From an optimization exercise on the open Yosys and OpenROAD flow, aimed at small area, a short achievable clock period and few clock cycles; shortcuts taken in it are not production practice. The RTL was checked by simulation tests, not by an equivalence proof against the original design. Power figures rest on the tool's default switching activity, not on a simulated workload.

==> flow/design.v <==
module sha_top
(
  input                 clk,
  input                 rst,
  input  logic [32-1:0] stop_sig,
  input  logic [8-1:0]  datain,
  output logic [32-1:0] st_tra,
  output logic          FINISH_FLAG,
  output logic [255:0]  hash
);
function automatic logic [31:0] k(input logic [5:0] n);
  case (n)
    6'd0: k = 32'h428a2f98;
    6'd1: k = 32'h71374491;
    6'd2: k = 32'hb5c0fbcf;
    6'd3: k = 32'he9b5dba5;
    6'd4: k = 32'h3956c25b;
    6'd5: k = 32'h59f111f1;
    6'd6: k = 32'h923f82a4;
    6'd7: k = 32'hab1c5ed5;
    6'd8: k = 32'hd807aa98;
    6'd9: k = 32'h12835b01;
    6'd10: k = 32'h243185be;
    6'd11: k = 32'h550c7dc3;
    6'd12: k = 32'h72be5d74;
    6'd13: k = 32'h80deb1fe;
    6'd14: k = 32'h9bdc06a7;
    6'd15: k = 32'hc19bf174;
    6'd16: k = 32'he49b69c1;
    6'd17: k = 32'hefbe4786;
    6'd18: k = 32'h0fc19dc6;
    6'd19: k = 32'h240ca1cc;
    6'd20: k = 32'h2de92c6f;
    6'd21: k = 32'h4a7484aa;
    6'd22: k = 32'h5cb0a9dc;
    6'd23: k = 32'h76f988da;
    6'd24: k = 32'h983e5152;
    6'd25: k = 32'ha831c66d;
    6'd26: k = 32'hb00327c8;
    6'd27: k = 32'hbf597fc7;
    6'd28: k = 32'hc6e00bf3;
    6'd29: k = 32'hd5a79147;
    6'd30: k = 32'h06ca6351;
    6'd31: k = 32'h14292967;
    6'd32: k = 32'h27b70a85;
    6'd33: k = 32'h2e1b2138;
    6'd34: k = 32'h4d2c6dfc;
    6'd35: k = 32'h53380d13;
    6'd36: k = 32'h650a7354;
    6'd37: k = 32'h766a0abb;
    6'd38: k = 32'h81c2c92e;
    6'd39: k = 32'h92722c85;
    6'd40: k = 32'ha2bfe8a1;
    6'd41: k = 32'ha81a664b;
    6'd42: k = 32'hc24b8b70;
    6'd43: k = 32'hc76c51a3;
    6'd44: k = 32'hd192e819;
    6'd45: k = 32'hd6990624;
    6'd46: k = 32'hf40e3585;
    6'd47: k = 32'h106aa070;
    6'd48: k = 32'h19a4c116;
    6'd49: k = 32'h1e376c08;
    6'd50: k = 32'h2748774c;
    6'd51: k = 32'h34b0bcb5;
    6'd52: k = 32'h391c0cb3;
    6'd53: k = 32'h4ed8aa4a;
    6'd54: k = 32'h5b9cca4f;
    6'd55: k = 32'h682e6ff3;
    6'd56: k = 32'h748f82ee;
    6'd57: k = 32'h78a5636f;
    6'd58: k = 32'h84c87814;
    6'd59: k = 32'h8cc70208;
    6'd60: k = 32'h90befffa;
    6'd61: k = 32'ha4506ceb;
    6'd62: k = 32'hbef9a3f7;
    6'd63: k = 32'hc67178f2;
    default: k = 32'h0;
  endcase
endfunction
function automatic logic [63:0] csa(input logic [31:0] x, input logic [31:0] y, input logic [31:0] z);
  logic [31:0] s, c;
  s = x ^ y ^ z;
  c = (x & y) | (x & z) | (y & z);
  csa = {s, c[30:0], 1'b0};
endfunction
logic       in_byte, in_fin;
logic [7:0] in_data;
always_ff @(posedge clk) begin
  if (rst) begin
    in_byte <= 1'b0;
    in_fin  <= 1'b0;
  end else begin
    in_byte <= (stop_sig == 32'd0);
    in_fin  <= (stop_sig == 32'd2);
  end
  in_data <= datain;
end
logic [60:0] cnt;         
logic [23:0] wbuf;        
logic        padm;        
logic        pwdone;      
logic        nolen;       
logic        final_blk;   
logic        padding;
logic        src_valid;
logic [31:0] src_word;
logic [31:0] padword;
assign padding = padm | in_fin;
always_comb begin
  case (cnt[1:0])
    2'd0: padword = 32'h8000_0000;
    2'd1: padword = {wbuf[7:0], 24'h80_0000};
    2'd2: padword = {wbuf[15:0], 16'h8000};
    default: padword = {wbuf[23:0], 8'h80};
  endcase
end
logic [5:0]  t0;           
logic [0:15][31:0] win;    
logic        blk_busy;     
logic        fin_act;      
logic [1:0]  fin_cnt;
logic        init;         
logic        acc;          
logic        v1, l1, v2, l2;
logic [5:0]  kidx;
logic [31:0] p, q;
logic [31:0] a, b, c, d, e, f, g, h;
logic [0:3][31:0] ha, he;  
logic        fin_last;
logic        s0_adv;
logic [31:0] wnew, wsched;
assign fin_last = fin_act & (fin_cnt == 2'd3);
always_comb begin
  if (!padding) begin
    src_valid = in_byte & (cnt[1:0] == 2'd3);
    src_word  = {wbuf, in_data};
  end else begin
    src_valid = !final_blk;
    if (!pwdone)                              src_word = padword;
    else if (t0[3:0] == 4'd14 && !nolen)      src_word = cnt[60:29];
    else if (t0[3:0] == 4'd15 && !nolen)      src_word = {cnt[28:0], 3'b000};
    else                                      src_word = 32'd0;
  end
end
logic [31:0] sg0, sg1;
logic [63:0] ws1, ws2;
assign sg0 = {win[1][6:0], win[1][31:7]} ^ {win[1][17:0], win[1][31:18]} ^ {3'b000, win[1][31:3]};
assign sg1 = {win[14][16:0], win[14][31:17]} ^ {win[14][18:0], win[14][31:19]} ^ {10'b0, win[14][31:10]};
assign ws1 = csa(win[0], win[9], sg0);
assign ws2 = csa(ws1[63:32], ws1[31:0], sg1);
assign wsched = ws2[63:32] + ws2[31:0];
assign s0_adv = t0[5] | t0[4] |
                (src_valid & ((t0 != 6'd0) | !blk_busy | fin_last));
assign wnew = (t0[5] | t0[4]) ? wsched : src_word;
logic [31:0] hsel, dsel, kv;
logic [63:0] ps1, qs2;
assign hsel = v2 ? g : h;
assign dsel = v2 ? c : d;
assign kv   = k(kidx);
assign ps1  = csa(win[15], kv, hsel);
assign qs2  = csa(ps1[63:32], ps1[31:0], dsel);
logic [31:0] bs1, bs0, ch, maj, anew, enew;
logic [63:0] ac1, ac2, ac3, ec1;
assign bs1 = {e[5:0], e[31:6]} ^ {e[10:0], e[31:11]} ^ {e[24:0], e[31:25]};
assign bs0 = {a[1:0], a[31:2]} ^ {a[12:0], a[31:13]} ^ {a[21:0], a[31:22]};
assign ch  = (e & f) ^ (~e & g);
assign maj = (a & b) ^ (a & c) ^ (b & c);
assign ec1 = csa(q, bs1, ch);
assign enew = ec1[63:32] + ec1[31:0];
assign ac1 = csa(p, ch, maj);
assign ac2 = csa(ac1[63:32], bs1, bs0);
assign ac3 = csa(ac1[31:0], ac2[63:32], ac2[31:0]);
assign anew = ac3[63:32] + ac3[31:0];
logic [31:0] suma, sume;
assign suma = ha[0] + (init ? 32'd0 : d);
assign sume = he[0] + (init ? 32'd0 : h);
always_ff @(posedge clk) begin
  if (rst) begin
    cnt       <= '0;
    padm      <= 1'b0;
    pwdone    <= 1'b0;
    nolen     <= 1'b0;
    final_blk <= 1'b0;
    t0        <= 6'd0;
    blk_busy  <= 1'b1;
    fin_act   <= 1'b1;
    fin_cnt   <= 2'd0;
    init      <= 1'b1;
    acc       <= 1'b0;
    v1 <= 1'b0; l1 <= 1'b0; v2 <= 1'b0; l2 <= 1'b0;
    FINISH_FLAG <= 1'b0;
    ha <= {32'ha54ff53a, 32'h3c6ef372, 32'hbb67ae85, 32'h6a09e667};
    he <= {32'h5be0cd19, 32'h1f83d9ab, 32'h9b05688c, 32'h510e527f};
  end else begin
    if (in_byte) begin
      cnt  <= cnt + 61'd1;
      acc  <= 1'b0;
    end
    if (in_fin) padm <= 1'b1;
    if (s0_adv) begin
      t0 <= t0 + 6'd1;
      if (t0 == 6'd63) begin
        blk_busy <= 1'b1;
        acc      <= 1'b1;
        nolen    <= 1'b0;
      end
      if (padding && !(t0[5] | t0[4])) begin
        if (!pwdone) begin
          pwdone <= 1'b1;
          if (t0[3:1] == 3'b111) nolen <= 1'b1;
        end else if (t0[3:0] == 4'd15 && !nolen) begin
          final_blk <= 1'b1;
        end
      end
    end
    v1 <= s0_adv;
    l1 <= s0_adv & (t0 == 6'd63);
    v2 <= v1;
    l2 <= l1;
    if (v2 & l2) begin
      fin_act <= 1'b1;
      fin_cnt <= 2'd0;
    end else if (fin_act) begin
      fin_cnt <= fin_cnt + 2'd1;
      if (fin_last) begin
        fin_act  <= 1'b0;
        init     <= 1'b0;
        blk_busy <= 1'b0;
        if (final_blk) FINISH_FLAG <= 1'b1;
      end
    end
    if (fin_act) begin
      ha <= {ha[1], ha[2], ha[3], suma};
      he <= {he[1], he[2], he[3], sume};
    end
  end
end
always_ff @(posedge clk) begin
  if (in_byte) wbuf <= {wbuf[15:0], in_data};
  if (s0_adv) win <= {win[1:15], wnew};
  kidx <= t0;
  p <= ps1[63:32] + ps1[31:0];
  q <= qs2[63:32] + qs2[31:0];
  if (v2) begin
    a <= anew; b <= a; c <= b; d <= c;
    e <= enew; f <= e; g <= f; h <= g;
  end else if (fin_act) begin
    a <= suma; b <= a; c <= b; d <= c;
    e <= sume; f <= e; g <= f; h <= g;
  end
end
assign st_tra = {30'd0, acc, acc};
assign hash = {ha[3], ha[2], ha[1], ha[0], he[3], he[2], he[1], he[0]};
endmodule
==> flow/config.mk <==
export PLATFORM = sky130hd
export DESIGN_NAME = sha_top
export DESIGN_NICKNAME = sha_top
export VERILOG_FILES = /design/flow/design.v
export SDC_FILE = /design/flow/constraint.sdc
export NUM_CORES = 4
export LEC_CHECK = 0
export CAP_MARGIN = 20
export CORE_MARGIN = 2
export CORE_UTILIZATION = 45
export PLACE_DENSITY = 0.6
export SLEW_MARGIN = 20
==> flow/constraint.sdc <==
create_clock -name core_clock -period 13.0 [get_ports {clk}]
set_input_delay 2.6000 -clock core_clock [delete_from_list [all_inputs] [get_ports {clk}]]
set_output_delay 2.6000 -clock core_clock [all_outputs]
set_load 0.01 [all_outputs]
run.sh (not shown) runs the stock make flow with config.mk's settings and CLKGATE_MAP_FILE= SYNTH_SCRIPT=/design/flow/synth_recipe.tcl, a recipe that flattens the netlist after the stock synthesis.
Testbench counts at the start, summed over its fixed seeds: cycles 63,908.
Rerun with:
- ABC_CLOCK_PERIOD_IN_PS: default -> 3000
What happened:
- The changed run ran to the end with no violations
- cell area does not change
- via count stays the same
- wire length does not change
Rerun with:
==> flow/flow/run.sh (new file) <==
#!/bin/bash
# Standard ORFS layout, with timing repair aimed at a setup slack margin of 7 ns
# (the clock period and constraints are unchanged).
set -euo pipefail
bash standard.sh SETUP_SLACK_MARGIN=7 finish > standard_flow.log 2>&1
==> flow/standard.sh (new file) <==
#!/bin/bash
# synth_recipe.tcl (not shown) runs the flow's synth.tcl, then flattens the netlist and writes it again
# the make line also repeats each setting of config.mk as NAME=value (left out here)
make -C /OpenROAD-flow-scripts/flow DESIGN_CONFIG=/design/flow/config.mk WORK_HOME=/design/flow/orfs CLKGATE_MAP_FILE= SYNTH_SCRIPT=/design/flow/synth_recipe.tcl "${@:-finish}"
- ABC_CLOCK_PERIOD_IN_PS: 3000 -> default
removed: flow/run.sh
Clock skew went up by 27 ps.
Cell count stays flat.
Worst setup slack gets better by 380 ps.
Worst hold slack is worse by 25 ps.
Critical path depth does not change.
Combinational power stays flat.
Sequential power stays flat.
Synthesized cell count stays the same.
Via count barely changes.
Sequential share of layout area barely changes.

-- static timing again, ports no longer ideal --
No port has a modelled driver above. Below, the same layouts with a new extraction and two added sets of constraints.
Step 1 assumes that a clkbuf_16 drives the clock port and a buf_2 every other input.
Step 2 also shifts input and output timing later by t, the mid clock arrival at the registers, as if the neighbouring blocks saw the same clock.
Three values: no drivers, after step 1, after step 2; two values: the first two.
run | t (ns) | slack for setup (ns) | worst setup path at the end | cell pins on the clock port's net
the first run | 0.848 | 6.889 / 6.889 / 6.889 | register to register | 1
the second run | 0.848 | 6.889 / 6.889 / 6.889 | register to register | 1
the third run | 0.847 | 7.268 / 7.268 / 7.268 | register to register | 1
After both steps setup and hold are still met in every run listed.
